## run.sh

```bash
#!/bin/bash
# synth_recipe.tcl (not shown) runs the flow's synth.tcl, then flattens the netlist and writes it again
# the make line also repeats each setting of config.mk as NAME=value (left out here)
make -C /OpenROAD-flow-scripts/flow DESIGN_CONFIG=/design/flow/config.mk WORK_HOME=/design/flow/orfs CLKGATE_MAP_FILE= SYNTH_SCRIPT=/design/flow/synth_recipe.tcl finish
```

## config.mk

```make
export PLATFORM = sky130hd
export DESIGN_NAME = param_measure
export DESIGN_NICKNAME = param_measure
export VERILOG_FILES = /design/flow/design.v
export SDC_FILE = /design/flow/constraint.sdc
export NUM_CORES = 4
export LEC_CHECK = 0
export CAP_MARGIN = 20
export CORE_MARGIN = 2
export CORE_UTILIZATION = 40
export SLEW_MARGIN = 20
```

## constraint.sdc

```tcl
create_clock -name core_clock -period 250.0 [get_ports {clk}]
set_input_delay 50.0000 -clock core_clock [delete_from_list [all_inputs] [get_ports {clk}]]
set_output_delay 50.0000 -clock core_clock [all_outputs]
set_load 0.01 [all_outputs]
```

## design.v

```verilog
module pulse_gen(
    input           rst_n,
    input  [7:0]    trig_level,
    input           ad_clk,
    input  [7:0]    ad_data,
    output          ad_pulse,
    output          rise         
);
parameter THR_DATA = 3;
reg          pulse;
reg          pulse_delay;    
reg          ad_pulse_d;     
assign ad_pulse = pulse & pulse_delay;
assign rise     = ad_pulse & ~ad_pulse_d;
wire go_low  = ({1'b0, ad_data} + THR_DATA) < {1'b0, trig_level};
wire go_high = {1'b0, ad_data} > ({1'b0, trig_level} + THR_DATA);
always @ (posedge ad_clk or negedge rst_n)begin
    if(!rst_n)
        pulse <= 1'b0;
    else if(go_low)
        pulse <= 1'b0;
    else if(go_high)
        pulse <= 1'b1;
end
always @ (posedge ad_clk) begin
    pulse_delay <= pulse;
    ad_pulse_d  <= ad_pulse;
end
endmodule
module cymometer
   #(parameter    CLK_FS = 26'd50_000_000)
    (
        input                 clk_fs ,
        input                 rst_n  ,
        input                 fx_en  ,      
        output   reg [19:0]   data_fx
);
localparam   MAX       = 30;
localparam   GATE_TIME = 2000;
localparam   PERIODS   = GATE_TIME + 21;            
localparam   EOFS      = 2048 - PERIODS;             
localparam [63:0] DIVIDEND = CLK_FS * 64'd2000;      
localparam   IOFS      = 64 - 37;                    
reg  [10:0]    ecnt;
wire [11:0]    ecnt_inc = ecnt + fx_en;
wire           start    = fx_en & (ecnt == EOFS + 10);           
wire           stop     = fx_en & (ecnt == EOFS + GATE_TIME + 10);  
always @(posedge clk_fs or negedge rst_n) begin
    if(!rst_n)
        ecnt <= EOFS[10:0];
    else
        ecnt <= ecnt_inc[10:0] | (ecnt_inc[11] ? EOFS[10:0] : 11'd0);
end
reg  [5:0]     icnt;
wire           busy = |icnt;
always @(posedge clk_fs or negedge rst_n) begin
    if(!rst_n)
        icnt <= 6'd0;
    else
        icnt <= (icnt + busy) | (stop ? IOFS[5:0] : 6'd0);
end
reg  [MAX-1:0] fs_cnt;
always @(posedge clk_fs) begin
    if(start)
        fs_cnt <= {MAX{1'b0}};
    else
        fs_cnt <= fs_cnt + !busy;
end
reg  [MAX-1:0] rem;
wire           dbit = DIVIDEND[~icnt];
wire [MAX+1:0] diff = {1'b0, rem, dbit} - {2'b00, fs_cnt};
wire           qbit = ~diff[MAX+1];
always @(posedge clk_fs) begin
    if(busy & qbit)
        rem <= diff[MAX-1:0];
    else
        rem <= {rem[MAX-2:0], dbit};
end
always @(posedge clk_fs or negedge rst_n) begin
    if(!rst_n)
        data_fx <= 20'd0;
    else if(busy)
        data_fx <= {data_fx[18:0], qbit};
end
endmodule
module vpp_measure(
    input               rst_n,
    input               ad_clk,
    input      [7:0]    ad_data,
    input               rise,        
    output     [7:0]    ad_vpp,
    output reg [7:0]    ad_max,
    output reg [7:0]    ad_min
);
reg         vpp_flag;
reg         vpp_flag_d;
reg [7:0]   ad_data_max;
reg [7:0]   ad_data_min;
wire        vpp_flag_pos = (~vpp_flag_d) & vpp_flag;
wire        vpp_flag_neg = vpp_flag_d & (~vpp_flag);
always @(posedge ad_clk or negedge rst_n) begin
    if(!rst_n) begin
        vpp_flag   <= 1'b0;
        vpp_flag_d <= 1'b0;
    end
    else begin
        vpp_flag   <= vpp_flag ^ rise;
        vpp_flag_d <= vpp_flag;
    end
end
always @(posedge ad_clk) begin
    if(vpp_flag_pos || ad_data > ad_data_max)
        ad_data_max <= ad_data;
    if(vpp_flag_pos || ad_data < ad_data_min)
        ad_data_min <= ad_data;
end
always @(posedge ad_clk or negedge rst_n) begin
    if(!rst_n) begin
        ad_max <= 8'd0;
        ad_min <= 8'd0;
    end
    else if(vpp_flag_neg) begin
        ad_max <= ad_data_max;
        ad_min <= ad_data_min;
    end
end
assign ad_vpp = ad_max - ad_min;
endmodule
module param_measure(
    input               clk ,
    input               rst_n  ,
    input      [7:0]    trig_level,
    input      [7:0]    ad_data,
    output              ad_pulse,
    output     [19:0]   ad_freq,
    output     [7:0]    ad_vpp,
    output     [7:0]    ad_max,
    output     [7:0]    ad_min
);
parameter CLK_FS = 26'd50_000_000;
wire rise;
pulse_gen u_pulse_gen(
    .rst_n          (rst_n),
    .trig_level     (trig_level),
    .ad_clk         (clk),
    .ad_data        (ad_data),
    .ad_pulse       (ad_pulse),
    .rise           (rise)
    );
cymometer #(
    .CLK_FS         (CLK_FS)
) u_cymometer(
    .clk_fs         (clk),
    .rst_n          (rst_n),
    .fx_en          (rise),
    .data_fx        (ad_freq)
    );
vpp_measure u_vpp_measure(
    .rst_n          (rst_n),
    .ad_clk         (clk),
    .ad_data        (ad_data),
    .rise           (rise),
    .ad_vpp         (ad_vpp),
    .ad_max         (ad_max),
    .ad_min         (ad_min)
    );
endmodule
```

==> results.sh, run 1 <==
export IMPL_rsz0062_at_grt="no"
export IMPL_ir_drop_v=0.00000592
export IMPL_yosys_warnings=3
export IMPL_postCtsSetupBuffers=0
export IMPL_synthArstFlopShare=0.418
export IMPL_setup_tns_ns=0
export IMPL_grt_pass1_wl_microns=28500
export IMPL_synth_seq_cells=134
export IMPL_fillers=1947
export IMPL_io_pins=63
export IMPL_ctsResizeCount=0
export IMPL_synthTopCellsByCount="80 x ha_1, 77 x inv_1, 68 x nand2_1"
export IMPL_drt_wl_total_microns=16700
export IMPL_hold_ws_ns=0.386
export IMPL_worst_pin_slew_ns=0.832
export IMPL_fin_ws_ns=196.92
export IMPL_detail_route_vias_per_cell=4.97
export IMPL_core_area_sq_um=20200
export IMPL_path_max_fanout=4
export IMPL_p_total_mw=0.0741
export IMPL_cts_buffers=17
export IMPL_stdcell_area_sq_um=9690
export IMPL_endpoint_kind="output pin"
export IMPL_outcome="timing/DRC/antenna clean"
export IMPL_yosysTopAreaCell="dfrtp_1"
export IMPL_syn_area_sq_um=8270
export IMPL_antenna_found_initial=0
export IMPL_yosysMostFrequentCell="ha_1"
export IMPL_cts_tree="yes"
export IMPL_die_w_microns=148
export IMPL_clock_latency_ns=0.42
export IMPL_synth_area_leaders="dfrtp_1 16%, dfxtp_1 15%, ha_1 12%"
export IMPL_start_util=0.409
export IMPL_setup_violations_final=0
export IMPL_diodes=0
export IMPL_netlist_cell_type_count=70
export IMPL_drt_initial_drc_count=278
export IMPL_die_area_sq_um=21800
export IMPL_portBuffers=62
export IMPL_yosys_area_top_type_share=0.157
export IMPL_ant_nets=0
export IMPL_p_per_area_nw_per_um2=7.64
export IMPL_cp_required_ns=200.00
export IMPL_comb_power_share=0.297
export IMPL_fin_crit_sh=0.212
export IMPL_leakage_nw=4.47
export IMPL_drc_errors=0
export IMPL_worst_setup_path_type="flop to output pin"
export IMPL_cap_violations=0
export IMPL_hpwl_microns=12600
export IMPL_syn_to_final_growth_pct=17.2
export IMPL_clkPwrFrac=0.340
export IMPL_fin_crit_ns=53.08
export IMPL_clk_pin_slew_worst_paths_ns=0.06
export IMPL_syn_nets=969
export IMPL_grt_max_degree=57
export IMPL_skew_ns=0.0115
export IMPL_wire_per_inst_microns=13.8
export IMPL_hold_buffers=0
export IMPL_crit_path_start_kind="flop"
export IMPL_switchingPower_mw=0.0223
export IMPL_grt_pass1_vias=5910
export IMPL_ys_seq_area_frac=0.378
export IMPL_dp_cells=1178
export IMPL_max_slew_margin_rel=0.445
export IMPL_instances_no_fill=1210
export IMPL_drv_slew=0
export IMPL_drive_gt1_frac=0.112
export IMPL_cts_root_buffer="clkbuf_16"
export IMPL_firstDrtPassIters=6
export IMPL_clock_sinks=134
export IMPL_htree_levels=4
export IMPL_postPlaceCellArea_sq_um=9100
export IMPL_hold_viol=0
export IMPL_rows=52
export IMPL_p_int_mw=0.0518
export IMPL_grt_usage=0.162
export IMPL_crit_arrival_ns=3.08
export IMPL_hp_class="flop to flop"
export IMPL_ys_flop_type="dfxtp_1"
export IMPL_nNetsFinal=1026
export IMPL_synth_cells=870
export IMPL_dp_slack_ns=197.32
export IMPL_clockBufferDepth=2
export IMPL_avgSynthCellArea_sq_um=9.51
export IMPL_swShare=0.301
export IMPL_post_route_util=0.479
export IMPL_gp_congestion=0.803
export IMPL_synth_edf_count=16
export IMPL_pwr_share_seq=0.363
export IMPL_num_vias=6019
export IMPL_fp_dieH_microns=148
export IMPL_grt_overflow=0
export IMPL_fmax_ghz=0.0188
-- final timing paths --
check,slack (ns),startpoint,cells after the start,endpoint
worst min-delay path,0.39,u_vpp_measure.vpp_flag$_DFF_PN0_,0,u_vpp_measure.vpp_flag_d$_DFF_PN0_
worst max register to register,245.83,u_cymometer.icnt[0]$_DFF_PN0_,15,u_cymometer.rem[18]$_DFF_P_
min in group asynchronous,49.68,rst_n,2,u_vpp_measure.ad_max[0]$_DFFE_PN0P_
worst min register to register,0.39,u_vpp_measure.vpp_flag$_DFF_PN0_,0,u_vpp_measure.vpp_flag_d$_DFF_PN0_
max in group asynchronous,199.79,rst_n,2,u_cymometer.data_fx[18]$_DFFE_PN0N_
worst max-delay path,196.92,u_vpp_measure.ad_min[1]$_DFFE_PN0P_,11,ad_vpp[7]
-- layer usage --
metal	global-route usage	part of all wire	vias to the layer above
li1	-	-	3137
met1	0.216	0.49	2790
met2	0.257	0.46	73
met3	0.0367	0.027	19
met4	0.0624	0.016	0
met5	0	0	-
-- worst max-delay path, stage by stage (launching register included) --
cell and delay, ns:
dfrtp_1 0.41, inv_1 0.07, ha_1 0.26, nor2b_1 0.12
o21ai_0 0.19, a21boi_0 0.15, o21ai_0 0.16, nand2b_1 0.10
a21o_1 0.20, a21oi_1 0.28, xnor2_1 0.16, clkdlybuf4s50_1 0.55
-- power groups by stage --
| stage | sequential (mW) | clock, mW | combinational, mW |
|---|---|---|---|
| 2_1_floorplan | 0.0275 | 0 | 0.0113 |
| 3_3_place_gp | 0.0272 | 0 | 0.0222 |
| 3_5_place_dp | 0.0273 | 0 | 0.0223 |
| 4_1_cts | 0.0270 | 0.0259 | 0.0224 |
| 5_1_grt | 0.0273 | 0.0270 | 0.0244 |
| 6_report | 0.0269 | 0.0252 | 0.0220 |
-- cell usage in the layout (no fill, tap or decap), types with 4 or more instances in the layout --
cell / Yosys / routed
ha_1: 80 / 80
inv_1: 77 / 77
nand2_1: 68 / 68
dfxtp_1: 62 / 62
clkdlybuf4s50_1: 0 / 61
nor2_1: 62 / 60
xnor2_1: 59 / 59
dfrtp_1: 52 / 52
a21oi_1: 49 / 49
o21ai_0: 47 / 47
a21o_1: 24 / 24
mux2_2: 23 / 23
xor2_1: 22 / 22
mux2_4: 20 / 20
nor2b_1: 18 / 18
nand3_1: 18 / 18
clkbuf_16: 0 / 18
nand4_1: 17 / 17
edfxtp_1: 16 / 16
nand2b_1: 12 / 12
a31oi_1: 12 / 12
nor3_1: 10 / 10
and3_1: 8 / 8
or3_1: 7 / 7
mux2i_1: 5 / 5
or2_2: 5 / 5
inv_6: 0 / 5
buf_4: 1 / 5
and2_1: 4 / 4
dfstp_2: 4 / 4
-- sequential cells by signal, indices dropped and copies added, names as in the netlist, 6 cells and up --
| signal | count |
|---|---|
| u_vpp_measure.ad_data_max | 8 |
| u_cymometer.data_fx | 20 |
| u_vpp_measure.ad_min | 8 |
| u_vpp_measure.ad_data_min | 8 |
| u_cymometer.ecnt | 11 |
| u_cymometer.fs_cnt | 30 |
| u_cymometer.icnt | 6 |
| u_vpp_measure.ad_max | 8 |
| u_cymometer.rem | 30 |
-- area by class of cell --
| class | instances | area [sq um] | share of cell area |
|---|---|---|---|
| Inverter | 77 | 289 | 0.0298 |
| Timing Repair Buffer | 67 | 653 | 0.0674 |
| Clock buffer | 19 | 454 | 0.0469 |
| Sequential cell | 134 | 3130 | 0.323 |
| Clock inverter | 13 | 141 | 0.0146 |
| Multi-Input combinational cell | 630 | 4690 | 0.484 |
| Tap cell | 270 | 338 | 0.0349 |
-- logic make-up after synthesis --
kind of cell    share of synthesized area
simple gates                        0.150
compound gates                      0.131
flops                               0.378
buf+inv                            0.0557
xor+xnor                           0.0858
fa+ha+maj                           0.123
mux                                0.0764
==> run 2, diff against run 1 <==
--- a/design.v
+++ b/design.v
@@ -13,6 +13,6 @@
 assign ad_pulse = pulse & pulse_delay;
 assign rise     = ad_pulse & ~ad_pulse_d;
-wire go_low  = ({1'b0, ad_data} + THR_DATA) < {1'b0, trig_level};
-wire go_high = {1'b0, ad_data} > ({1'b0, trig_level} + THR_DATA);
+wire [8:0] bw; wire [7:0] dd; assign bw[0]=1'b0; genvar i; generate for(i=0;i<8;i=i+1) begin: g assign dd[i] = ad_data[i]^trig_level[i]^bw[i]; assign bw[i+1] = (~ad_data[i] & trig_level[i]) | (~ad_data[i] & bw[i]) | (trig_level[i] & bw[i]); end endgenerate wire go_low = bw[8] & ~(&dd[7:2] & |dd[1:0]);
+wire go_high = ~bw[8] & |dd[7:2];
 always @ (posedge ad_clk or negedge rst_n)begin
     if(!rst_n)
@@ -60,20 +60,37 @@
         icnt <= (icnt + busy) | (stop ? IOFS[5:0] : 6'd0);
 end
+genvar i;
 reg  [MAX-1:0] fs_cnt;
+wire [MAX:0]   fc;
+assign fc[0] = ~busy;
+generate
+    for (i = 0; i < MAX; i = i + 1) begin : g_inc
+        assign fc[i+1] = fc[i] & fs_cnt[i];
+    end
+endgenerate
 always @(posedge clk_fs) begin
     if(start)
         fs_cnt <= {MAX{1'b0}};
     else
-        fs_cnt <= fs_cnt + !busy;
-end
-reg  [MAX-1:0] rem;
+        fs_cnt <= fs_cnt ^ fc[MAX-1:0];
+end
+reg  [MAX-1:0] rem_n;
 wire           dbit = DIVIDEND[~icnt];
-wire [MAX+1:0] diff = {1'b0, rem, dbit} - {2'b00, fs_cnt};
-wire           qbit = ~diff[MAX+1];
+wire [MAX:0]   a_n  = {rem_n, ~dbit};        
+wire [MAX:0]   bw;                           
+wire [MAX-1:0] s_n;                          
+assign bw[0] = 1'b0;
+generate
+    for (i = 0; i < MAX; i = i + 1) begin : g_sub
+        assign s_n[i]   = a_n[i] ^ fs_cnt[i] ^ bw[i];
+        assign bw[i+1]  = (a_n[i] & fs_cnt[i]) | (a_n[i] & bw[i]) | (fs_cnt[i] & bw[i]);
+    end
+endgenerate
+wire           qbit = ~(a_n[MAX] & bw[MAX]);   
 always @(posedge clk_fs) begin
     if(busy & qbit)
-        rem <= diff[MAX-1:0];
-    else
-        rem <= {rem[MAX-2:0], dbit};
+        rem_n <= s_n;
+    else
+        rem_n <= a_n[MAX-1:0];
 end
 always @(posedge clk_fs or negedge rst_n) begin
@@ -109,8 +126,18 @@
     end
 end
+wire [8:0] cg, cl;
+assign cg[0] = 1'b0;
+assign cl[0] = 1'b0;
+genvar i;
+generate
+    for (i = 0; i < 8; i = i + 1) begin : g_cmp
+        assign cg[i+1] = (ad_data[i] & ~ad_data_max[i]) | (ad_data[i] & cg[i]) | (~ad_data_max[i] & cg[i]);
+        assign cl[i+1] = (~ad_data[i] & ad_data_min[i]) | (~ad_data[i] & cl[i]) | (ad_data_min[i] & cl[i]);
+    end
+endgenerate
 always @(posedge ad_clk) begin
-    if(vpp_flag_pos || ad_data > ad_data_max)
+    if(vpp_flag_pos || cg[8])
         ad_data_max <= ad_data;
-    if(vpp_flag_pos || ad_data < ad_data_min)
+    if(vpp_flag_pos || cl[8])
         ad_data_min <= ad_data;
 end
@@ -125,5 +152,12 @@
     end
 end
-assign ad_vpp = ad_max - ad_min;
+wire [8:0] vb;
+assign vb[0] = 1'b0;
+generate
+    for (i = 0; i < 8; i = i + 1) begin : g_sub
+        assign ad_vpp[i] = ad_max[i] ^ ad_min[i] ^ vb[i];
+        assign vb[i+1]   = (~ad_max[i] & ad_min[i]) | (~ad_max[i] & vb[i]) | (ad_min[i] & vb[i]);
+    end
+endgenerate
 endmodule
 module param_measure(
==> flow/run.sh (new file) <==
#!/bin/bash
# Own layout flow: the standard synthesis and layout, with
#  - every port buffered with buf_1 instead of the default (larger, slower) cell,
#  - the cells that ABC sized up swapped back to their smallest variant after floorplan
#    (repair_design then sizes up only where slew or load need it).
# Each tool's full output goes to a log of its own in this folder (and ORFS's own logs
# under orfs/logs).
set -euo pipefail
W=$PWD
bash standard.sh synth > "$W/log_synth.txt" 2>&1
bash standard.sh \
  "BUFFER_PORTS_ARGS=-buffer_cell sky130_fd_sc_hd__buf_1" \
  "POST_FLOORPLAN_TCL=$W/flow/downsize.tcl" \
  finish > "$W/log_layout.txt" 2>&1
==> flow/downsize.tcl (new file) <==
# Swap every cell for the smallest cell of the same function (same name up to the
# drive-strength suffix), ABC having sized cells for a much faster clock than the
# design needs. repair_design later restores drive where slew or load need it.
set db [ord::get_db]
set ::dont_use {}
if {[info exists ::env(DONT_USE_CELLS)]} { set ::dont_use $::env(DONT_USE_CELLS) }
proc is_dont_use {name} {
  foreach pat $::dont_use { if {[string match $pat $name]} { return 1 } }
  return 0
}
array set best {}
foreach lib [$db getLibs] {
  foreach m [$lib getMasters] {
    set n [$m getName]
    if {![regexp {^(sky130_fd_sc_hd__[a-z0-9]+)_([0-9]+)$} $n -> base drive]} { continue }
    if {[is_dont_use $n]} { continue }
    set area [expr {[$m getWidth] * [$m getHeight]}]
    if {![info exists best($base)]} { set best($base) [list $m $area $drive]; continue }
    lassign $best($base) bm ba bd
    if {$area < $ba || ($area == $ba && $drive > $bd)} { set best($base) [list $m $area $drive] }
  }
}
set swapped 0
foreach inst [[ord::get_db_block] getInsts] {
  set m [$inst getMaster]
  set n [$m getName]
  if {![regexp {^(sky130_fd_sc_hd__[a-z0-9]+)_([0-9]+)$} $n -> base drive]} { continue }
  if {![info exists best($base)]} { continue }
  set bm [lindex $best($base) 0]
  if {$bm ne $m && [$bm getName] ne $n} {
    if {[$inst swapMaster $bm]} { incr swapped }
  }
}
puts "downsize: swapped $swapped cells to their smallest variant"
==> standard.sh (new file) <==
#!/bin/bash
# synth_recipe.tcl (not shown) runs the flow's synth.tcl, then flattens the netlist and writes it again
# the make line also repeats each setting of config.mk as NAME=value (left out here)
make -C /OpenROAD-flow-scripts/flow DESIGN_CONFIG=/design/flow/config.mk WORK_HOME=/design/flow/orfs CLKGATE_MAP_FILE= SYNTH_SCRIPT=/design/flow/synth_recipe.tcl "${@:-finish}"
--- a/config.mk
+++ b/config.mk
@@ -9,3 +9,4 @@
 export CORE_MARGIN = 2
 export CORE_UTILIZATION = 40
+export CTS_BUF_LIST = sky130_fd_sc_hd__clkbuf_8
 export SLEW_MARGIN = 20
removed: run.sh
==> run 2 against run 1 <==
Net effect:
- sequential share of layout area increased by 12 points
- sequential power increased by 6%
- still clean on timing, DRC and antenna
- critical endpoint unchanged
- non-clock buffer count decreased by 1
==> results.sh, run 2 <==
export IMPL_grt_max_degree=57
export IMPL_wire_per_inst_microns=13.3
export IMPL_worstHoldPathCells=0
export IMPL_clk_pin_slew_worst_paths_ns=0.07
export IMPL_drt_wl_total_microns=10200
export IMPL_rsz0062_at_grt="no"
export IMPL_reg2reg_from="u_cymometer.icnt[0]$_DFF_PN0_"
export IMPL_core_area_sq_um=15300
export IMPL_reg2reg_setup_slack_ns=233.96
export IMPL_max_slew_margin_rel=0.404
export IMPL_drc_errors=0
export IMPL_biggestRegsByFlops="u_cymometer.fs_cnt x30, u_cymometer.rem_n x30, u_cymometer.data_fx x20"
export IMPL_netlist_cell_type_count=50
export IMPL_hp_class="flop to flop"
export IMPL_ir_drop_v=0.00000473
export IMPL_fin_ws_ns=196.24
export IMPL_setup_violations_final=0
export IMPL_antenna_found_initial=0
export IMPL_synth_cells=471
export IMPL_postCtsSetupBuffers=0
export IMPL_cts_root_buffer="clkbuf_8"
export IMPL_drive_gt1_frac=0.243
export IMPL_ys_flop_type="dfxtp_1"
export IMPL_worst_pin_slew_ns=0.893
export IMPL_detail_route_vias_per_cell=4.68
export IMPL_synthTopCellsByCount="62 x dfxtp_1, 52 x dfrtp_1, 42 x fa_1"
export IMPL_hold_viol=0
export IMPL_htree_levels=4
export IMPL_most_common_layout_cells="62 x dfxtp_1, 61 x buf_1, 57 x mux2_2"
export IMPL_avgSynthCellArea_sq_um=13.4
export IMPL_nNetsFinal=642
export IMPL_cap_violations=0
export IMPL_hpwl_microns=7530
export IMPL_outcome="timing/DRC/antenna clean"
export IMPL_fmax_ghz=0.0186
export IMPL_skew_ns=0.00914
export IMPL_ant_nets=0
export IMPL_synth_seq_cells=134
export IMPL_start_util=0.412
export IMPL_dp_slack_ns=196.57
export IMPL_path_max_fanout=3
export IMPL_synth_edf_count=16
export IMPL_leakage_nw=3.15
export IMPL_cts_tree="yes"
export IMPL_rr_endpoint="u_cymometer.rem_n[16]$_DFF_P_"
export IMPL_cts_buffers=17
export IMPL_cp_required_ns=200.00
export IMPL_crit_path_start_kind="flop"
export IMPL_yosysTopAreaCell="dfrtp_1"
export IMPL_ys_seq_area_frac=0.496
export IMPL_drv_slew=0
export IMPL_firstDrtPassIters=4
export IMPL_grt_pass1_vias=3759
export IMPL_clock_sinks=134
export IMPL_gp_congestion=0.861
export IMPL_yosys_warnings=3
export IMPL_synth_area_leaders="dfrtp_1 21%, dfxtp_1 20%, fa_1 13%"
export IMPL_portBuffers=62
export IMPL_num_vias=3589
export IMPL_die_area_sq_um=16800
export IMPL_syn_nets=570
export IMPL_clock_latency_ns=0.43
export IMPL_fp_dieH_microns=130
export IMPL_yosys_area_top_type_share=0.206
export IMPL_io_pins=63
export IMPL_worst_setup_path_type="flop to output pin"
export IMPL_fin_crit_ns=53.76
export IMPL_yosysMostFrequentCell="dfxtp_1"
export IMPL_synthArstFlopShare=0.418
export IMPL_rows=45
export IMPL_p_per_area_nw_per_um2=8.58
export IMPL_die_w_microns=130
export IMPL_min_delay_start="u_vpp_measure.vpp_flag$_DFF_PN0_"
export IMPL_r2r_cells=38
export IMPL_grt_usage=0.136
export IMPL_fin_crit_sh=0.215
export IMPL_syn_to_final_growth_pct=12.3
export IMPL_grt_pass1_wl_microns=17800
export IMPL_hold_buffers=0
export IMPL_diodes=0
export IMPL_syn_area_sq_um=6310
export IMPL_grt_overflow=0
export IMPL_crit_arrival_ns=3.76
export IMPL_drt_initial_drc_count=150
export IMPL_clockBufferDepth=2
export IMPL_endpoint_kind="output pin"
export IMPL_ctsResizeCount=0
export IMPL_min_to="u_vpp_measure.vpp_flag_d$_DFF_PN0_"
export IMPL_setup_tns_ns=0
export IMPL_mostFrequentLayoutCell="dfxtp_1"
export IMPL_startpoint="u_vpp_measure.ad_max[0]$_DFFE_PN0P_"
run 2: through the flow:
step,instances,total power [mW],hold WS [ns],util,cell area (sq um)
CTS,766,0.0618,0.438,0.462,7070
detailed placement,734,0.0453,0.421,0.438,6710
floorplan,471,0.0382,0.381,-,6310
finish,767,0.0608,0.434,0.463,7080
global placement,734,0.0445,0.414,0.438,6710
global route,767,0.0649,0.465,0.463,7080
run 2: worst max path at each step:
stage                                         end  cells after the start  slack (ns)
floorplan                               ad_vpp[7]                      9      196.84
global placement    u_pulse_gen.pulse$_DFFE_PN0P_                     15      196.72
detailed placement  u_pulse_gen.pulse$_DFFE_PN0P_                     15      196.57
CTS                                     ad_vpp[7]                     10      196.19
global route                            ad_vpp[7]                     10      196.09
finish                                  ad_vpp[7]                     10      196.24
run 2: metal layers:
| layer | track usage | vias to the layer above | share of wire |
|---|---|---|---|
| met4 | 0.0595 | 0 | 0.016 |
| met1 | 0.170 | 1784 | 0.45 |
| met3 | 0.0380 | 13 | 0.036 |
| met5 | 0 | - | 0 |
| met2 | 0.221 | 51 | 0.50 |
| li1 | - | 1741 | - |
run 2: area by class of cell:
class	instances	area (sq um)
clock buffers	17	234
repair buffers	66	272
flip-flops and latches	134	3130
fillers	1457	8230
well taps	211	264
multi-input cells	283	2910
clock inverters	15	123
inverters	41	154
run 2: cells by family (layout without fill, tap and decap cells):
kind of cell    count (synthesis)  after routing  share of synthesized area
fa+ha+maj                      85             85                      0.217
simple gates                   94             94                     0.0926
mux                            57             57                      0.102
buf+inv                        54            139                     0.0385
compound gates                 31             31                     0.0323
xor+xnor                       16             16                     0.0222
flops                         134            134                      0.496
run 2: critical path, cell delays in order (launching register included):
cell	delay [ns]
dfrtp_1	0.37
inv_2	0.04
ha_1	0.19
fa_1	0.41
fa_1	0.40
fa_1	0.40
fa_1	0.40
fa_1	0.39
fa_1	0.39
xnor2_1	0.16
buf_1	0.17
run 2: where the power goes:
group / leakage (nW) / internal [mW] / switching [mW]
registers: 1.39 / 0.0258 / 0.00277
clock network: 0.183 / 0.00851 / 0.00777
logic: 1.58 / 0.00650 / 0.00941
total: 3.15 / 0.0408 / 0.0199
==> run 3, diff against run 2 <==
--- a/config.mk
+++ b/config.mk
@@ -9,4 +9,4 @@
 export CORE_MARGIN = 2
 export CORE_UTILIZATION = 40
-export CTS_BUF_LIST = sky130_fd_sc_hd__clkbuf_8
+export CTS_BUF_LIST = sky130_fd_sc_hd__clkbuf_4 sky130_fd_sc_hd__clkbuf_8 sky130_fd_sc_hd__clkbuf_16
 export SLEW_MARGIN = 20
==> run 3 against run 2 <==
Net effect:
- clock power up 43%
- wire length rose by 0.57%
- worst hold slack lost 0.00098 ns
- synthesized cell count did not move
- utilization grew 1.3 points
- flip-flop and latch count did not move
- register-to-register slack improved by 0.03 ns
- combinational power about the same
- synthesized area unchanged
- cell count unchanged
- via count rose by 0.64%
- count of clock-buffer cells in the layout up 3
==> results.sh, run 3 <==
export IMPL_fp_dieH_microns=130
export IMPL_clockBufferDepth=2
export IMPL_grt_use_met1=0.171
export IMPL_pwr_share_seq=0.422
export IMPL_reg2reg_setup_slack_ns=233.99
export IMPL_setup_violations_final=0
export IMPL_fin_crit_ns=53.73
export IMPL_syn_to_final_growth_pct=15.5
export IMPL_nNetsFinal=642
export IMPL_wire_per_inst_microns=13.4
export IMPL_leakage_nw=3.24
export IMPL_die_area_sq_um=16800
export IMPL_rsz0062_at_grt="no"
export IMPL_synth_seq_cells=134
export IMPL_cts_tree="yes"
export IMPL_grt_pass1_vias=3766
export IMPL_grt_max_degree=57
export IMPL_path_buf_inv=2
export IMPL_crit_path_start_kind="flop"
export IMPL_swShare=0.306
export IMPL_setup_tns_ns=0
export IMPL_crit_arrival_ns=3.73
export IMPL_critPathCapture="ad_vpp[7]"
export IMPL_clock_latency_ns=0.41
export IMPL_max_slew_margin_rel=0.392
export IMPL_firstDrtPassIters=4
export IMPL_use_met3=0.0392
export IMPL_cts_root_buffer="clkbuf_16"
export IMPL_yosys_area_top_type_share=0.206
export IMPL_drt_initial_drc_count=124
export IMPL_fmax_ghz=0.0186
export IMPL_cp_required_ns=200.00
export IMPL_die_w_microns=130
export IMPL_avgSynthCellArea_sq_um=13.4
export IMPL_diodes=0
export IMPL_p_per_area_nw_per_um2=9.32
export IMPL_cts_buffers=17
export IMPL_syn_area_sq_um=6310
export IMPL_io_pins=63
export IMPL_skew_ns=0.00694
export IMPL_biggestRegsByFlops="u_cymometer.fs_cnt x30, u_cymometer.rem_n x30, u_cymometer.data_fx x20"
export IMPL_path_max_fanout=3
export IMPL_rr_endpoint="u_cymometer.rem_n[16]$_DFF_P_"
export IMPL_slowest_delay_ns=0.40
export IMPL_htree_levels=4
export IMPL_worst_setup_path_type="flop to output pin"
export IMPL_num_vias=3612
export IMPL_ant_nets=0
export IMPL_outcome="timing/DRC/antenna clean"
export IMPL_ys_seq_area_frac=0.496
export IMPL_path_depth=10
export IMPL_netlist_cell_type_count=50
export IMPL_grt_overflow=0
export IMPL_hold_ws_ns=0.433
export IMPL_ctsResizeCount=0
export IMPL_portBuffers=62
export IMPL_p_int_mw=0.0471
export IMPL_drc_errors=0
export IMPL_multi_input_area_sq_um=2910
export IMPL_switchingPower_mw=0.0208
export IMPL_synth_cells=471
export IMPL_critical_path_most_common_cell="fa_1"
export IMPL_detail_route_vias_per_cell=4.71
export IMPL_core_area_sq_um=15300
export IMPL_yosysMostFrequentCell="dfxtp_1"
export IMPL_startpoint="u_vpp_measure.ad_max[0]$_DFFE_PN0P_"
export IMPL_path_delay_family="adder cells"
export IMPL_fillers=1420
export IMPL_rows=45
export IMPL_hp_class="flop to flop"
export IMPL_postCtsSetupBuffers=0
export IMPL_r2r_cells=38
export IMPL_fin_crit_sh=0.215
export IMPL_clk_pin_slew_worst_paths_ns=0.06
export IMPL_drv_slew=0
export IMPL_cap_violations=0
export IMPL_synth_edf_count=16
export IMPL_synth_area_leaders="dfrtp_1 21%, dfxtp_1 20%, fa_1 13%"
export IMPL_synthTopCellsByCount="62 x dfxtp_1, 52 x dfrtp_1, 42 x fa_1"
export IMPL_endpoint_kind="output pin"
export IMPL_antenna_found_initial=0
export IMPL_grt_usage=0.136
export IMPL_critPathSlowestCell="fa_1"
export IMPL_synthArstFlopShare=0.418
export IMPL_hpwl_microns=7530
export IMPL_clock_sinks=134
export IMPL_grt_busiest_layer="met2"
export IMPL_start_util=0.412
export IMPL_grt_pass1_wl_microns=17800
export IMPL_ir_drop_v=0.00000487
export IMPL_ys_flop_type="dfxtp_1"
export IMPL_drive_gt1_frac=0.248
export IMPL_hold_viol=0
export IMPL_ff_latch_area_sq_um=3130
export IMPL_hold_buffers=0
export IMPL_comb_power_share=0.234
export IMPL_gp_congestion=0.861
export IMPL_worst_pin_slew_ns=0.913
export IMPL_clkPwrFrac=0.344
export IMPL_yosysTopAreaCell="dfrtp_1"
export IMPL_drt_wl_total_microns=10200
export IMPL_crit_chain="inv_2 -> ha_1 -> fa_1 -> fa_1 -> fa_1 -> fa_1 -> fa_1 -> fa_1 -> xnor2_1 -> buf_1"
export IMPL_reg2reg_from="u_cymometer.icnt[0]$_DFF_PN0_"
export IMPL_yosys_warnings=3
export IMPL_syn_nets=570
export IMPL_most_common_layout_cells="62 x dfxtp_1, 61 x buf_1, 57 x mux2_2"
export IMPL_mostFrequentLayoutCell="dfxtp_1"
export IMPL_use_met2=0.220
[run 3: cell count changes in the layout (fill, tap and decap cells not counted)]
cell | before | now
clkbuf_16 | 0 | 17
clkbuf_8 | 17 | 0
inv_1 | 3 | 0
clkbuf_4 | 0 | 3
[run 3: cell type report]
| class | count | share of cell area |
|---|---|---|
| flip-flops and latches | 134 | 0.429 |
| multi-input cells | 283 | 0.399 |
| clock buffers | 20 | 0.0615 |
| repair buffers | 66 | 0.0373 |
| well taps | 211 | 0.0362 |
| inverters | 41 | 0.0211 |
| clock inverters | 12 | 0.0153 |
[run 3: logic make-up (layout without fill, tap and decap cells)]
family / count (synthesis) / after routing / share of synthesized area
AOI/OAI and AO/OA: 31 / 31 / 0.0323
muxes: 57 / 57 / 0.102
adders and majority gates: 85 / 85 / 0.217
and+or+nand+nor: 94 / 94 / 0.0926
xor gates and xnor gates: 16 / 16 / 0.0222
buffers and inverters: 54 / 139 / 0.0385
DFF: 134 / 134 / 0.496
[run 3: how the worst min path moves through the flow]
stage | depth (start not counted) | end | from
5_1_grt | 0 | u_vpp_measure.vpp_flag_d$_DFF_PN0_ | u_vpp_measure.vpp_flag$_DFF_PN0_
2_1_floorplan | 0 | u_pulse_gen.pulse_delay$_DFF_P_ | u_pulse_gen.pulse$_DFFE_PN0P_
4_1_cts | 0 | u_vpp_measure.vpp_flag_d$_DFF_PN0_ | u_vpp_measure.vpp_flag$_DFF_PN0_
3_3_place_gp | 0 | u_vpp_measure.vpp_flag_d$_DFF_PN0_ | u_vpp_measure.vpp_flag$_DFF_PN0_
6_report | 0 | u_pulse_gen.pulse_delay$_DFF_P_ | u_pulse_gen.pulse$_DFFE_PN0P_
3_5_place_dp | 0 | u_vpp_measure.vpp_flag_d$_DFF_PN0_ | u_vpp_measure.vpp_flag$_DFF_PN0_
[run 3: layer usage]
metal | wire [microns] | up-vias
met3 | 367 | 16
li1 | - | 1738
met5 | 0 | -
met2 | 5110 | 59
met1 | 4550 | 1799
met4 | 219 | 0
[run 3: stage by stage]
stage	setup slack (ns)	util	std cells	power (mW)	cell area, sq um
after global placement	196.72	0.438	734	0.0445	6710
final	196.27	0.476	767	0.0679	7290
after global routing	196.13	0.476	767	0.0721	7290
after detailed placement	196.57	0.438	734	0.0453	6710
after CTS	196.23	0.475	766	0.0688	7270
after floorplan	196.84	-	471	0.0382	6310
[run 3: worst reg2reg max path: cells and delay by family, from the launching register on]
family          cells  cell delay, ns
compound gates      2            0.54
fa+ha+maj          31           13.86
buf+inv             2            0.39
flops               1            0.43
mux                 1            0.30
simple gates        2            0.34
[run 3: power by group through the flow]
stage	Combinational (mW)	Clock (mW)	Sequential, mW
floorplan	0.00955	0	0.0287
global placement	0.0156	0	0.0289
detailed placement	0.0162	0	0.0291
CTS	0.0162	0.0239	0.0287
global route	0.0179	0.0250	0.0291
finish	0.0159	0.0233	0.0287
==> run 4, diff against run 3 <==
--- a/flow/run.sh
+++ b/flow/run.sh
@@ -3,5 +3,6 @@
 #  - every port buffered with buf_1 instead of the default (larger, slower) cell,
 #  - the cells that ABC sized up swapped back to their smallest variant after floorplan
-#    (repair_design then sizes up only where slew or load need it).
+#    (repair_design then sizes up only where slew or load need it),
+#  - a clock tree of larger sink clusters and no dummy loads.
 # Each tool's full output goes to a log of its own in this folder (and ORFS's own logs
 # under orfs/logs).
@@ -12,3 +13,4 @@
   "BUFFER_PORTS_ARGS=-buffer_cell sky130_fd_sc_hd__buf_1" \
   "POST_FLOORPLAN_TCL=$W/flow/downsize.tcl" \
+  "CTS_ARGS=-sink_clustering_enable -repair_clock_nets -sink_clustering_size 40 -sink_clustering_max_diameter 120 -buf_list sky130_fd_sc_hd__clkbuf_8 -dont_use_dummy_load" \
   finish > "$W/log_layout.txt" 2>&1
--- a/config.mk
+++ b/config.mk
@@ -9,4 +9,3 @@
 export CORE_MARGIN = 2
 export CORE_UTILIZATION = 40
-export CTS_BUF_LIST = sky130_fd_sc_hd__clkbuf_4 sky130_fd_sc_hd__clkbuf_8 sky130_fd_sc_hd__clkbuf_16
 export SLEW_MARGIN = 20
==> run 4 against run 3 <==
Net effect:
- still clean on timing, DRC and antenna
- worst hold slack improved by 0.0020 ns
- fmax barely moved
- non-clock buffer count did not move
- clock power fell by 46%
- sequential share of layout area rose by 2.0 points
- first-iteration DRC count rose by 8.9%
- combinational power barely moved
- via count fell by 0.47%
==> results.sh, run 4 <==
export IMPL_worst_pin_slew_ns=0.890
export IMPL_diodes=0
export IMPL_hp_class="flop to flop"
export IMPL_drc_errors=0
export IMPL_syn_area_sq_um=6310
export IMPL_crit_arrival_ns=3.75
export IMPL_cts_buffers=17
export IMPL_wire_per_inst_microns=13.5
export IMPL_drt_wl_total_microns=10100
export IMPL_clk_pin_slew_worst_paths_ns=0.07
export IMPL_crit_path_start_kind="flop"
export IMPL_clock_latency_ns=0.43
export IMPL_synthArstFlopShare=0.418
export IMPL_hold_viol=0
export IMPL_io_pins=63
export IMPL_die_w_microns=130
export IMPL_synth_edf_count=16
export IMPL_nNetsFinal=642
export IMPL_synth_compound_area_share=0.0323
export IMPL_yosysMostFrequentCell="dfxtp_1"
export IMPL_synth_xor_area_frac=0.0222
export IMPL_htree_levels=4
export IMPL_syn_to_final_growth_pct=10.3
export IMPL_hold_buffers=0
export IMPL_drive_gt1_frac=0.237
export IMPL_postCtsSetupBuffers=0
export IMPL_gp_congestion=0.861
export IMPL_yosysTopAreaCell="dfrtp_1"
export IMPL_endpoint_kind="output pin"
export IMPL_p_per_area_nw_per_um2=8.20
export IMPL_cp_required_ns=200.00
export IMPL_fin_crit_ns=53.75
export IMPL_detail_route_vias_per_cell=4.78
export IMPL_clockBufferDepth=2
export IMPL_drt_initial_drc_count=135
export IMPL_avgSynthCellArea_sq_um=13.4
export IMPL_grt_usage=0.135
export IMPL_fmax_ghz=0.0186
export IMPL_hpwl_microns=7530
export IMPL_ys_seq_area_frac=0.496
export IMPL_path_max_fanout=3
export IMPL_synthSimpleGateAreaFrac=0.0926
export IMPL_portBuffers=62
export IMPL_num_vias=3595
export IMPL_fin_crit_sh=0.215
export IMPL_grt_pass1_vias=3752
export IMPL_hold_ws_ns=0.435
export IMPL_biggestRegsByFlops="u_cymometer.fs_cnt x30, u_cymometer.rem_n x30, u_cymometer.data_fx x20"
export IMPL_core_area_sq_um=15300
export IMPL_antenna_found_initial=0
export IMPL_rsz0062_at_grt="no"
export IMPL_setup_violations_final=0
export IMPL_worst_setup_path_type="flop to output pin"
export IMPL_skew_ns=0.0177
export IMPL_max_slew_margin_rel=0.407
export IMPL_synth_seq_cells=134
export IMPL_outcome="timing/DRC/antenna clean"
export IMPL_drv_slew=0
export IMPL_mostFrequentLayoutCell="dfxtp_1"
export IMPL_synth_adder_area_share=0.217
export IMPL_yosys_area_top_type_share=0.206
export IMPL_synthTopCellsByCount="62 x dfxtp_1, 52 x dfrtp_1, 42 x fa_1"
export IMPL_ir_drop_v=0.00000472
export IMPL_leakage_nw=3.09
export IMPL_die_area_sq_um=16800
export IMPL_firstDrtPassIters=4
export IMPL_grt_overflow=0
export IMPL_grt_pass1_wl_microns=17600
export IMPL_syn_nets=570
export IMPL_yosys_warnings=3
export IMPL_synth_cells=471
export IMPL_ant_nets=0
export IMPL_synth_area_leaders="dfrtp_1 21%, dfxtp_1 20%, fa_1 13%"
export IMPL_grt_max_degree=57
export IMPL_ctsResizeCount=0
export IMPL_most_common_layout_cells="62 x dfxtp_1, 61 x buf_1, 57 x mux2_2"
export IMPL_cts_root_buffer="clkbuf_8"
export IMPL_netlist_cell_type_count=50
export IMPL_synth_top_family_by_area="adder cells"
export IMPL_cap_violations=0
export IMPL_fillers=1454
export IMPL_rows=45
export IMPL_synth_mux_area_frac=0.102
export IMPL_start_util=0.412
export IMPL_ys_flop_type="dfxtp_1"
export IMPL_cts_tree="yes"
export IMPL_fp_dieH_microns=130
export IMPL_setup_tns_ns=0
export IMPL_clock_sinks=134
==> run 4: worst paths after layout <==
check,from,end,slack [ns],depth (start not counted)
max in group asynchronous,rst_n,u_cymometer.data_fx[1]$_DFFE_PN0N_,199.80,2
worst max register to register,u_cymometer.icnt[0]$_DFF_PN0_,u_cymometer.rem_n[23]$_DFF_P_,234.01,38
worst max-delay path,u_vpp_measure.ad_max[0]$_DFFE_PN0P_,ad_vpp[7],196.25,10
min in group asynchronous,rst_n,u_pulse_gen.pulse$_DFFE_PN0P_,49.71,2
worst min-delay path,u_vpp_measure.vpp_flag$_DFF_PN0_,u_vpp_measure.vpp_flag_d$_DFF_PN0_,0.43,0
worst min register to register,u_vpp_measure.vpp_flag$_DFF_PN0_,u_vpp_measure.vpp_flag_d$_DFF_PN0_,0.43,0
==> run 4: kinds of logic (layout without fill, tap and decap cells) <==
family          Yosys count  count (layout)
flops                   134             134
simple gates             94              94
fa+ha+maj                85              85
xor+xnor                 16              16
compound gates           31              31
buf+inv                  54             124
mux                      57              57
==> run 4: through the flow <==
step	area, sq um	std cells	total power [mW]	utilization	setup slack (ns)
detailed placement	6710	734	0.0453	0.438	196.57
global route	6960	752	0.0612	0.455	196.11
CTS	6950	751	0.0581	0.454	196.20
finish	6960	752	0.0571	0.455	196.25
global placement	6710	734	0.0445	0.438	196.72
floorplan	6310	471	0.0382	-	196.84
==> run 4: layer usage <==
metal,global-route usage,part of all wire
met1,0.166,0.44
met2,0.221,0.50
met3,0.0359,0.035
met4,0.0670,0.021
met5,0,0
==> run 4: cell type report <==
| type | instances | area [sq um] | share of cell area |
|---|---|---|---|
| repair buffers | 66 | 272 | 0.0390 |
| inverters | 41 | 154 | 0.0221 |
| clock buffers | 17 | 234 | 0.0336 |
| flip-flops and latches | 134 | 3130 | 0.449 |
| well taps | 211 | 264 | 0.0379 |
| multi-input cells | 283 | 2910 | 0.418 |
==> run 4: critical path, cell delays in order, from the launching register on <==
cell and delay, ns:
dfrtp_1 0.37, inv_2 0.04, ha_1 0.20, fa_1 0.41, fa_1 0.40, fa_1 0.40, fa_1 0.40, fa_1 0.39
fa_1 0.39, xnor2_1 0.16, buf_1 0.17
==> run 4: where the power goes <==
group	switching, mW	leakage (nW)	internal, mW
Combinational	0.00941	1.58	0.00650
Sequential	0.00278	1.39	0.0258
Clock	0.00660	0.122	0.00596
==> run 5, diff against run 4 <==
--- a/config.mk
+++ b/config.mk
@@ -8,4 +8,4 @@
 export CAP_MARGIN = 20
 export CORE_MARGIN = 2
-export CORE_UTILIZATION = 40
+export CORE_UTILIZATION = 65
 export SLEW_MARGIN = 20
==> run 5 against run 4 <==
Net effect:
- still clean
- register-to-register slack better by 0.03 ns
- combinational power about the same
- sequential power about the same
- setup slack better by 0.016 ns
- sequential share of layout area up 0.70 points
- flip-flop and latch count unchanged
- synthesized cell count unchanged
- critical path type unchanged
- critical endpoint unchanged
==> results.sh, run 5 <==
export IMPL_ff_latch_area_sq_um=3130
export IMPL_setup_violations_final=0
export IMPL_endpoint_kind="output pin"
export IMPL_synth_seq_cells=134
export IMPL_hp_class="flop to flop"
export IMPL_synthArstFlopShare=0.418
export IMPL_p_per_area_nw_per_um2=8.34
export IMPL_crit_arrival_ns=3.74
export IMPL_synth_cells=471
export IMPL_num_vias=3546
export IMPL_core_area_sq_um=9330
export IMPL_clock_latency_ns=0.42
export IMPL_biggestRegsByFlops="u_cymometer.fs_cnt x30, u_cymometer.rem_n x30, u_cymometer.data_fx x20"
export IMPL_nNetsFinal=642
export IMPL_ant_nets=0
export IMPL_synth_edf_count=16
export IMPL_grt_pass1_wl_microns=17000
export IMPL_drc_errors=0
export IMPL_drt_initial_drc_count=70
export IMPL_firstDrtPassIters=4
export IMPL_start_util=0.676
export IMPL_max_slew_margin_rel=0.373
export IMPL_cts_tree="yes"
export IMPL_cap_violations=0
export IMPL_grt_pass1_vias=3696
export IMPL_multi_input_area_sq_um=2910
export IMPL_dp_slack_ns=196.59
export IMPL_fp_dieH_microns=103
export IMPL_clk_pin_slew_worst_paths_ns=0.07
export IMPL_most_common_layout_cells="62 x dfxtp_1, 61 x buf_1, 57 x mux2_2"
export IMPL_clock_sinks=134
export IMPL_clockBufferDepth=2
export IMPL_worst_setup_path_type="flop to output pin"
export IMPL_ys_seq_area_frac=0.496
export IMPL_worst_pin_slew_ns=0.940
export IMPL_postCtsSetupBuffers=0
export IMPL_drv_slew=0
export IMPL_ys_flop_type="dfxtp_1"
export IMPL_wire_per_inst_microns=14.8
export IMPL_antenna_found_initial=0
export IMPL_ctsResizeCount=0
export IMPL_leakage_nw=3.09
export IMPL_skew_ns=0.0386
export IMPL_die_w_microns=103
export IMPL_fin_crit_ns=53.74
export IMPL_fin_ws_ns=196.27
export IMPL_gp_congestion=0.828
export IMPL_outcome="timing/DRC/antenna clean"
export IMPL_cp_required_ns=200.00
export IMPL_drt_wl_total_microns=9900
export IMPL_fin_crit_sh=0.215
export IMPL_grt_max_degree=57
export IMPL_htree_levels=4
export IMPL_mostFrequentLayoutCell="dfxtp_1"
export IMPL_yosys_warnings=3
export IMPL_syn_nets=570
export IMPL_path_max_fanout=3
export IMPL_hold_viol=0
export IMPL_grt_overflow=0
export IMPL_cts_buffers=17
export IMPL_ir_drop_v=0.00000907
export IMPL_hold_ws_ns=0.445
export IMPL_yosysMostFrequentCell="dfxtp_1"
export IMPL_yosysTopAreaCell="dfrtp_1"
export IMPL_grt_usage=0.210
export IMPL_hold_buffers=0
export IMPL_portBuffers=62
export IMPL_fmax_ghz=0.0186
export IMPL_syn_area_sq_um=6310
export IMPL_drive_gt1_frac=0.237
export IMPL_netlist_cell_type_count=50
export IMPL_yosys_area_top_type_share=0.206
export IMPL_hpwl_microns=7190
export IMPL_rsz0062_at_grt="no"
export IMPL_die_area_sq_um=10500
export IMPL_diodes=0
export IMPL_synthTopCellsByCount="62 x dfxtp_1, 52 x dfrtp_1, 42 x fa_1"
export IMPL_crit_path_start_kind="flop"
export IMPL_cts_root_buffer="clkbuf_8"
export IMPL_setup_tns_ns=0
export IMPL_detail_route_vias_per_cell=5.29
export IMPL_syn_to_final_growth_pct=8.65
export IMPL_synth_area_leaders="dfrtp_1 21%, dfxtp_1 20%, fa_1 13%"
export IMPL_io_pins=63
export IMPL_rows=35
export IMPL_fillers=675
export IMPL_avgSynthCellArea_sq_um=13.4
==> run 5: changes by cell type in the layout (fill, tap and decap cells not counted) <==
cell | before | now
buf_6 | 0 | 1
buf_8 | 1 | 0
==> run 5: final timing paths <==
kind | depth (start not counted) | endpoint | slack (ns) | start
worst max-delay path | 10 | ad_vpp[7] | 196.27 | u_vpp_measure.ad_max[0]$_DFFE_PN0P_
worst min-delay path | 0 | u_vpp_measure.vpp_flag_d$_DFF_PN0_ | 0.44 | u_vpp_measure.vpp_flag$_DFF_PN0_
worst max register to register | 37 | u_cymometer.rem_n[19]$_DFF_P_ | 234.04 | u_cymometer.icnt[0]$_DFF_PN0_
worst min register to register | 0 | u_vpp_measure.vpp_flag_d$_DFF_PN0_ | 0.44 | u_vpp_measure.vpp_flag$_DFF_PN0_
max in group asynchronous | 2 | u_vpp_measure.ad_min[4]$_DFFE_PN0P_ | 199.79 | rst_n
min in group asynchronous | 2 | u_cymometer.data_fx[18]$_DFFE_PN0N_ | 49.72 | rst_n
==> run 5: cells by family (layout without fill, tap and decap cells) <==
| family | after synthesis | in the layout | share of synthesized area |
|---|---|---|---|
| DFF | 134 | 134 | 0.496 |
| and+or+nand+nor | 94 | 94 | 0.0926 |
| adders and majority gates | 85 | 85 | 0.217 |
| muxes | 57 | 57 | 0.102 |
| buffers and inverters | 54 | 124 | 0.0385 |
| AOI/OAI and AO/OA | 31 | 31 | 0.0323 |
| xor gates and xnor gates | 16 | 16 | 0.0222 |
==> run 5: per-stage QoR <==
| stage | cell area (sq um) | util | cells | power, mW |
|---|---|---|---|---|
| global placement | 6610 | 0.709 | 652 | 0.0445 |
| detailed placement | 6610 | 0.709 | 652 | 0.0451 |
| CTS | 6840 | 0.734 | 669 | 0.0578 |
| finish | 6860 | 0.735 | 670 | 0.0572 |
| global route | 6860 | 0.735 | 670 | 0.0608 |
| floorplan | 6310 | - | 471 | 0.0382 |
==> run 5: power by group <==
part | internal, mW | leakage (nW) | switching [mW]
Combinational | 0.00656 | 1.58 | 0.00939
Clock | 0.00598 | 0.122 | 0.00674
Sequential | 0.0258 | 1.39 | 0.00267
==> run 5: area by class of cell <==
| class | instances | area share |
|---|---|---|
| clock buffers | 17 | 0.0341 |
| inverters | 41 | 0.0224 |
| multi-input cells | 283 | 0.425 |
| flip-flops and latches | 134 | 0.456 |
| well taps | 129 | 0.0235 |
| repair buffers | 66 | 0.0391 |
==> run 5: per-layer routing <==
layer | vias to the layer above | share of wire | GRT usage
met3 | 4 | 0.027 | 0.0549
met4 | 0 | 0.0049 | 0.0564
met2 | 56 | 0.51 | 0.358
met5 | - | 0 | 0
li1 | 1728 | - | -
met1 | 1758 | 0.46 | 0.271
==> run 5: critical path, stage by stage, from the launching register on <==
cell,delay (ns)
dfrtp_1,0.38
inv_2,0.04
ha_1,0.20
fa_1,0.39
fa_1,0.40
fa_1,0.39
fa_1,0.38
fa_1,0.44
fa_1,0.39
xnor2_1,0.16
buf_1,0.16
==> run 6, diff against run 5 <==
--- a/design.v
+++ b/design.v
@@ -60,18 +60,10 @@
         icnt <= (icnt + busy) | (stop ? IOFS[5:0] : 6'd0);
 end
-genvar i;
 reg  [MAX-1:0] fs_cnt;
-wire [MAX:0]   fc;
-assign fc[0] = ~busy;
-generate
-    for (i = 0; i < MAX; i = i + 1) begin : g_inc
-        assign fc[i+1] = fc[i] & fs_cnt[i];
-    end
-endgenerate
 always @(posedge clk_fs) begin
     if(start)
         fs_cnt <= {MAX{1'b0}};
     else
-        fs_cnt <= fs_cnt ^ fc[MAX-1:0];
+        fs_cnt <= fs_cnt + !busy;
 end
 reg  [MAX-1:0] rem_n;
@@ -81,4 +73,5 @@
 wire [MAX-1:0] s_n;                          
 assign bw[0] = 1'b0;
+genvar i;
 generate
     for (i = 0; i < MAX; i = i + 1) begin : g_sub
==> flow/run.sh (replaced) <==
#!/bin/bash
# Own layout flow: the standard synthesis and layout, with
#  - every port buffered with buf_1 instead of the default (larger, slower) cell,
#  - the cells that ABC sized up swapped back to their smallest variant after floorplan
#    (repair_design then sizes up only where slew or load need it).
# Each tool's full output goes to a log of its own in this folder (and ORFS's own logs
# under orfs/logs).
set -euo pipefail
W=$PWD
bash standard.sh synth > "$W/log_synth.txt" 2>&1
bash standard.sh \
  "BUFFER_PORTS_ARGS=-buffer_cell sky130_fd_sc_hd__buf_1" \
  "POST_FLOORPLAN_TCL=$W/flow/downsize.tcl" \
  finish > "$W/log_layout.txt" 2>&1
--- a/flow/downsize.tcl
+++ b/flow/downsize.tcl
@@ -3,6 +3,6 @@
 # design needs. repair_design later restores drive where slew or load need it.
 set db [ord::get_db]
-set ::dont_use {}
-if {[info exists ::env(DONT_USE_CELLS)]} { set ::dont_use $::env(DONT_USE_CELLS) }
+set dont_use {}
+if {[info exists ::env(DONT_USE_CELLS)]} { set dont_use $::env(DONT_USE_CELLS) }
 proc is_dont_use {name} {
   foreach pat $::dont_use { if {[string match $pat $name]} { return 1 } }
--- a/config.mk
+++ b/config.mk
@@ -8,4 +8,5 @@
 export CAP_MARGIN = 20
 export CORE_MARGIN = 2
-export CORE_UTILIZATION = 65
+export CORE_UTILIZATION = 40
+export CTS_BUF_LIST = sky130_fd_sc_hd__clkbuf_4
 export SLEW_MARGIN = 20
==> run 6 against run 5 <==
Net effect:
- synthesized area rose by 2.0%
- the run now fails in 2_1_floorplan
- synthesized cell count rose by 11%
==> results.sh, run 6 <==
export IMPL_haltStage="2_1_floorplan"
export IMPL_yosysTopAreaCell="dfrtp_1"
export IMPL_error="Error: floorplan.tcl, 161 can't read \"::dont_use\": no such variable"
export IMPL_yosysMostFrequentCell="dfxtp_1"
export IMPL_synth_seq_cells=134
export IMPL_synth_top_family_by_area="adder cells"
export IMPL_fp_dieH_microns=131
export IMPL_netlist_cell_type_count=52
export IMPL_yosys_area_top_type_share=0.202
export IMPL_avgSynthCellArea_sq_um=12.3
export IMPL_ys_seq_area_frac=0.486
export IMPL_start_util=0.407
export IMPL_die_w_microns=131
export IMPL_synthTopCellsByCount="62 x dfxtp_1, 59 x mux2_2, 52 x dfrtp_1"
export IMPL_synth_adder_area_share=0.159
export IMPL_syn_area_sq_um=6440
export IMPL_synth_xor_area_frac=0.0572
export IMPL_outcome="did not finish"
export IMPL_synth_mux_area_frac=0.108
export IMPL_yosys_warnings=3
export IMPL_synth_compound_area_share=0.0303
export IMPL_synthArstFlopShare=0.418
export IMPL_synth_edf_count=16
export IMPL_synth_cells=525
export IMPL_syn_nets=598
export IMPL_synthSimpleGateAreaFrac=0.127
export IMPL_ys_flop_type="dfxtp_1"
export IMPL_synth_area_leaders="dfrtp_1 20%, dfxtp_1 19%, fa_1 13%"
export IMPL_rows=46
run 6: changes by cell type after synthesis, moves of 10 or more:
cell     before  now
xor2_1        8   18
mux2_2       28   59
and2_1       32    3
ha_1         39   13
nor2_1        1   35
xnor2_1       8   24
nand2_1      15   34
mux2_1       29    1
run 6: cell families after synthesis:
group | Yosys count
and+or+nand+nor | 150
xor gates and xnor gates | 42
AOI/OAI and AO/OA | 30
DFF | 134
muxes | 61
buffers and inverters | 51
adders and majority gates | 57
==> run 7, diff against run 6 <==
--- a/design.v
+++ b/design.v
@@ -60,10 +60,18 @@
         icnt <= (icnt + busy) | (stop ? IOFS[5:0] : 6'd0);
 end
+genvar i;
 reg  [MAX-1:0] fs_cnt;
+wire [MAX:0]   fc;
+assign fc[0] = ~busy;
+generate
+    for (i = 0; i < MAX; i = i + 1) begin : g_inc
+        assign fc[i+1] = fc[i] & fs_cnt[i];
+    end
+endgenerate
 always @(posedge clk_fs) begin
     if(start)
         fs_cnt <= {MAX{1'b0}};
     else
-        fs_cnt <= fs_cnt + !busy;
+        fs_cnt <= fs_cnt ^ fc[MAX-1:0];
 end
 reg  [MAX-1:0] rem_n;
@@ -73,5 +81,4 @@
 wire [MAX-1:0] s_n;                          
 assign bw[0] = 1'b0;
-genvar i;
 generate
     for (i = 0; i < MAX; i = i + 1) begin : g_sub
==> flow/run.sh (replaced) <==
#!/bin/bash
# Own layout flow: the standard synthesis and layout, with
#  - every port buffered with buf_1 instead of the default (larger, slower) cell,
#  - the cells that ABC sized up swapped back to their smallest variant after floorplan
#    (repair_design then sizes up only where slew or load need it),
#  - a two-level clock tree (clocktree.tcl) in place of TritonCTS's H-tree.
# Each tool's full output goes to a log of its own in this folder (and ORFS's own logs
# under orfs/logs).
set -euo pipefail
W=$PWD
bash standard.sh synth > "$W/log_synth.txt" 2>&1
CLK_LEAVES=$(cat flow/clk_leaves) CLK_LEAF_CELL=$(cat flow/clk_leaf_cell) \
CLK_ROOT_CELL=sky130_fd_sc_hd__clkbuf_8 CLK_NET=clk \
bash standard.sh \
  "BUFFER_PORTS_ARGS=-buffer_cell sky130_fd_sc_hd__buf_1" \
  "POST_FLOORPLAN_TCL=$W/flow/downsize.tcl" \
  "PRE_CTS_TCL=$W/flow/clocktree.tcl" \
  finish > "$W/log_layout.txt" 2>&1
==> flow/clk_leaf_cell (new file) <==
sky130_fd_sc_hd__clkbuf_8
==> flow/clk_leaves (new file) <==
7
==> flow/clocktree.tcl (new file) <==
# PRE_CTS hook: replaces clock_tree_synthesis with a small two-level clock tree.
# The flip-flops are split into CLK_LEAVES groups by placement (k-means); each group is
# driven by one leaf clock buffer at its centre, and the leaf buffers by one root
# buffer fed from the clock port. All flip-flops see the same two buffer stages.
proc clock_tree_synthesis {args} {
  set block [ord::get_db_block]
  set db [ord::get_db]
  set nleaf $::env(CLK_LEAVES)
  set leafm [$db findMaster $::env(CLK_LEAF_CELL)]
  set rootm [$db findMaster $::env(CLK_ROOT_CELL)]
  set clk [$block findNet $::env(CLK_NET)]
  set sinks {}
  foreach it [$clk getITerms] { lappend sinks $it }
  set n [llength $sinks]
  set xs {}; set ys {}
  foreach it $sinks {
    set b [[$it getInst] getBBox]
    lappend xs [expr {([$b xMin] + [$b xMax]) / 2.0}]
    lappend ys [expr {([$b yMin] + [$b yMax]) / 2.0}]
  }
  # k-means, seeded by sorting along x then y
  set order [lsort -real -indices $xs]
  set cx {}; set cy {}
  for {set k 0} {$k < $nleaf} {incr k} {
    set i [lindex $order [expr {int(($k + 0.5) * $n / $nleaf)}]]
    lappend cx [lindex $xs $i]; lappend cy [lindex $ys $i]
  }
  set asg [lrepeat $n 0]
  for {set iter 0} {$iter < 50} {incr iter} {
    for {set i 0} {$i < $n} {incr i} {
      set best 0; set bd 1e30
      for {set k 0} {$k < $nleaf} {incr k} {
        set d [expr {abs([lindex $xs $i] - [lindex $cx $k]) + abs([lindex $ys $i] - [lindex $cy $k])}]
        if {$d < $bd} { set bd $d; set best $k }
      }
      lset asg $i $best
    }
    for {set k 0} {$k < $nleaf} {incr k} {
      set sx 0; set sy 0; set c 0
      for {set i 0} {$i < $n} {incr i} {
        if {[lindex $asg $i] == $k} { set sx [expr {$sx + [lindex $xs $i]}]; set sy [expr {$sy + [lindex $ys $i]}]; incr c }
      }
      if {$c > 0} { lset cx $k [expr {$sx / $c}]; lset cy $k [expr {$sy / $c}] }
    }
  }
  # root buffer at the centre of the leaves
  set rx 0; set ry 0
  for {set k 0} {$k < $nleaf} {incr k} { set rx [expr {$rx + [lindex $cx $k]}]; set ry [expr {$ry + [lindex $cy $k]}] }
  set rx [expr {int($rx / $nleaf)}]; set ry [expr {int($ry / $nleaf)}]
  set root [odb::dbInst_create $block $rootm clkbuf_root]
  set rootnet [odb::dbNet_create $block clknet_root]
  $rootnet setSigType CLOCK
  [$root findITerm A] connect $clk
  [$root findITerm X] connect $rootnet
  $root setLocation $rx $ry
  $root setPlacementStatus PLACED
  for {set k 0} {$k < $nleaf} {incr k} {
    set leaf [odb::dbInst_create $block $leafm clkbuf_leaf_$k]
    set net [odb::dbNet_create $block clknet_leaf_$k]
    $net setSigType CLOCK
    [$leaf findITerm A] connect $rootnet
    [$leaf findITerm X] connect $net
    $leaf setLocation [expr {int([lindex $cx $k])}] [expr {int([lindex $cy $k])}]
    $leaf setPlacementStatus PLACED
    set c 0
    for {set i 0} {$i < $n} {incr i} {
      if {[lindex $asg $i] == $k} {
        set it [lindex $sinks $i]
        $it disconnect
        $it connect $net
        incr c
      }
    }
    puts "clocktree: leaf $k drives $c flip-flops"
  }
  set_propagated_clock [all_clocks]
  puts "clocktree: $n sinks, $nleaf leaf buffers"
}
--- a/flow/downsize.tcl
+++ b/flow/downsize.tcl
@@ -3,6 +3,6 @@
 # design needs. repair_design later restores drive where slew or load need it.
 set db [ord::get_db]
-set dont_use {}
-if {[info exists ::env(DONT_USE_CELLS)]} { set dont_use $::env(DONT_USE_CELLS) }
+set ::dont_use {}
+if {[info exists ::env(DONT_USE_CELLS)]} { set ::dont_use $::env(DONT_USE_CELLS) }
 proc is_dont_use {name} {
   foreach pat $::dont_use { if {[string match $pat $name]} { return 1 } }
--- a/config.mk
+++ b/config.mk
@@ -8,5 +8,4 @@
 export CAP_MARGIN = 20
 export CORE_MARGIN = 2
-export CORE_UTILIZATION = 40
-export CTS_BUF_LIST = sky130_fd_sc_hd__clkbuf_4
+export CORE_UTILIZATION = 65
 export SLEW_MARGIN = 20
==> run 7 against run 6 <==
Net effect:
- now clean on timing, DRC and antenna
- synthesized area shrank 2.0%
- synthesized cell count down 10%
==> results.sh, run 7 <==
export IMPL_synthArstFlopShare=0.418
export IMPL_hp_class="flop to flop"
export IMPL_grt_overflow=0
export IMPL_drv_slew=0
export IMPL_p_total_mw=0.0532
export IMPL_drc_errors=0
export IMPL_fillers=692
export IMPL_endpoint_kind="output pin"
export IMPL_fp_dieH_microns=103
export IMPL_grt_usage=0.192
export IMPL_dp_cells=652
export IMPL_grt_busiest_layer="met2"
export IMPL_grt_use_met1=0.263
export IMPL_cap_violations=0
export IMPL_die_w_microns=103
export IMPL_ys_flop_type="dfxtp_1"
export IMPL_diodes=0
export IMPL_use_met2=0.347
export IMPL_reg2reg_setup_slack_ns=234.01
export IMPL_fin_ws_ns=196.29
export IMPL_synth_edf_count=16
export IMPL_yosys_area_top_type_share=0.206
export IMPL_synth_area_leaders="dfrtp_1 21%, dfxtp_1 20%, fa_1 13%"
export IMPL_worst_setup_path_type="flop to output pin"
export IMPL_postCtsSetupBuffers=0
export IMPL_drt_initial_drc_count=129
export IMPL_p_per_area_nw_per_um2=7.91
export IMPL_yosysTopAreaCell="dfrtp_1"
export IMPL_start_util=0.676
export IMPL_outcome="timing/DRC/antenna clean"
export IMPL_drt_wl_total_microns=9560
export IMPL_startpoint="u_vpp_measure.ad_max[0]$_DFFE_PN0P_"
export IMPL_crit_arrival_ns=3.71
export IMPL_ff_latch_area_sq_um=3130
export IMPL_rsz0062_at_grt="no"
export IMPL_ant_nets=0
export IMPL_skew_ns=0.0334
export IMPL_portBuffers=62
export IMPL_leakage_nw=3.02
export IMPL_fmax_ghz=0.0186
export IMPL_mostFrequentLayoutCell="dfxtp_1"
export IMPL_postPlaceCellArea_sq_um=6610
export IMPL_synth_seq_cells=134
export IMPL_hold_buffers=0
export IMPL_netlist_cell_type_count=50
export IMPL_syn_to_final_growth_pct=6.68
export IMPL_drive_gt1_frac=0.224
export IMPL_clk_pin_slew_worst_paths_ns=0.11
export IMPL_instances_no_fill=661
export IMPL_syn_nets=570
export IMPL_core_area_sq_um=9330
export IMPL_setup_violations_final=0
export IMPL_grt_max_degree=57
export IMPL_max_slew_margin_rel=0.362
export IMPL_most_common_layout_cells="62 x dfxtp_1, 61 x buf_1, 57 x mux2_2"
export IMPL_synthTopCellsByCount="62 x dfxtp_1, 52 x dfrtp_1, 42 x fa_1"
export IMPL_yosysMostFrequentCell="dfxtp_1"
export IMPL_antenna_found_initial=0
export IMPL_cp_required_ns=200.00
export IMPL_multi_input_area_sq_um=2910
export IMPL_num_vias=3530
export IMPL_biggestRegsByFlops="u_cymometer.fs_cnt x30, u_cymometer.rem_n x30, u_cymometer.data_fx x20"
export IMPL_clock_latency_ns=0.38
export IMPL_nNetsFinal=633
export IMPL_io_pins=63
export IMPL_hold_ws_ns=0.437
export IMPL_avgSynthCellArea_sq_um=13.4
export IMPL_dp_slack_ns=196.59
export IMPL_path_max_fanout=3
export IMPL_ir_drop_v=0.00000863
export IMPL_setup_tns_ns=0
==> run 7: cell count changes after synthesis, sizes merged, moves of 4 or more <==
cell / delta
ha: +26
nand2b: -4
nand4: -9
nand2: -19
and2: +29
xor2: -10
nor2: -36
o22ai: +5
nand3: -9
nor4: -7
xnor2: -16
==> run 7: power breakdown <==
| group | switching (mW) | internal, mW |
|---|---|---|
| combinational | 0.00940 | 0.00655 |
| sequential | 0.00263 | 0.0258 |
| clock | 0.00594 | 0.00293 |
==> run 7: kinds of logic (layout without fill, tap and decap cells) <==
family | count (synthesis) | count (layout) | synth area share
DFF | 134 | 134 | 0.496
and+or+nand+nor | 94 | 94 | 0.0926
adders and majority gates | 85 | 85 | 0.217
muxes | 57 | 57 | 0.102
buffers and inverters | 54 | 115 | 0.0385
AOI/OAI and AO/OA | 31 | 31 | 0.0323
xor gates and xnor gates | 16 | 16 | 0.0222
==> run 7: area by class of cell <==
cell class	instances	share of cell area
inverters	41	0.0229
multi-input cells	283	0.432
flip-flops and latches	134	0.465
plain buffers	8	0.0164
well taps	129	0.0240
repair buffers	66	0.0398
==> run 7: worst min path at each step <==
stage / from / end / depth (start not counted)
after floorplan: u_pulse_gen.pulse$_DFFE_PN0P_ / u_pulse_gen.pulse_delay$_DFF_P_ / 0
after global placement: u_pulse_gen.pulse$_DFFE_PN0P_ / u_pulse_gen.pulse_delay$_DFF_P_ / 0
after detailed placement: u_vpp_measure.vpp_flag$_DFF_PN0_ / u_vpp_measure.vpp_flag_d$_DFF_PN0_ / 0
after CTS: u_pulse_gen.pulse$_DFFE_PN0P_ / u_pulse_gen.pulse_delay$_DFF_P_ / 0
after global routing: u_pulse_gen.pulse$_DFFE_PN0P_ / u_pulse_gen.pulse_delay$_DFF_P_ / 0
final: u_pulse_gen.pulse$_DFFE_PN0P_ / u_pulse_gen.pulse_delay$_DFF_P_ / 0
==> run 7: routing by layer <==
metal	up-vias	wire length (microns)	share of wire
met5	-	0	0
met4	0	108	0.011
met3	11	343	0.036
met2	66	4800	0.50
met1	1748	4310	0.45
li1	1705	-	-
==> run 7: worst max-delay path, cell delays in order, from the launching register on <==
cell     delay (ns)
dfrtp_1        0.39
inv_2          0.04
ha_1           0.20
fa_1           0.39
fa_1           0.40
fa_1           0.39
fa_1           0.38
fa_1           0.43
fa_1           0.39
xnor2_1        0.16
buf_1          0.16
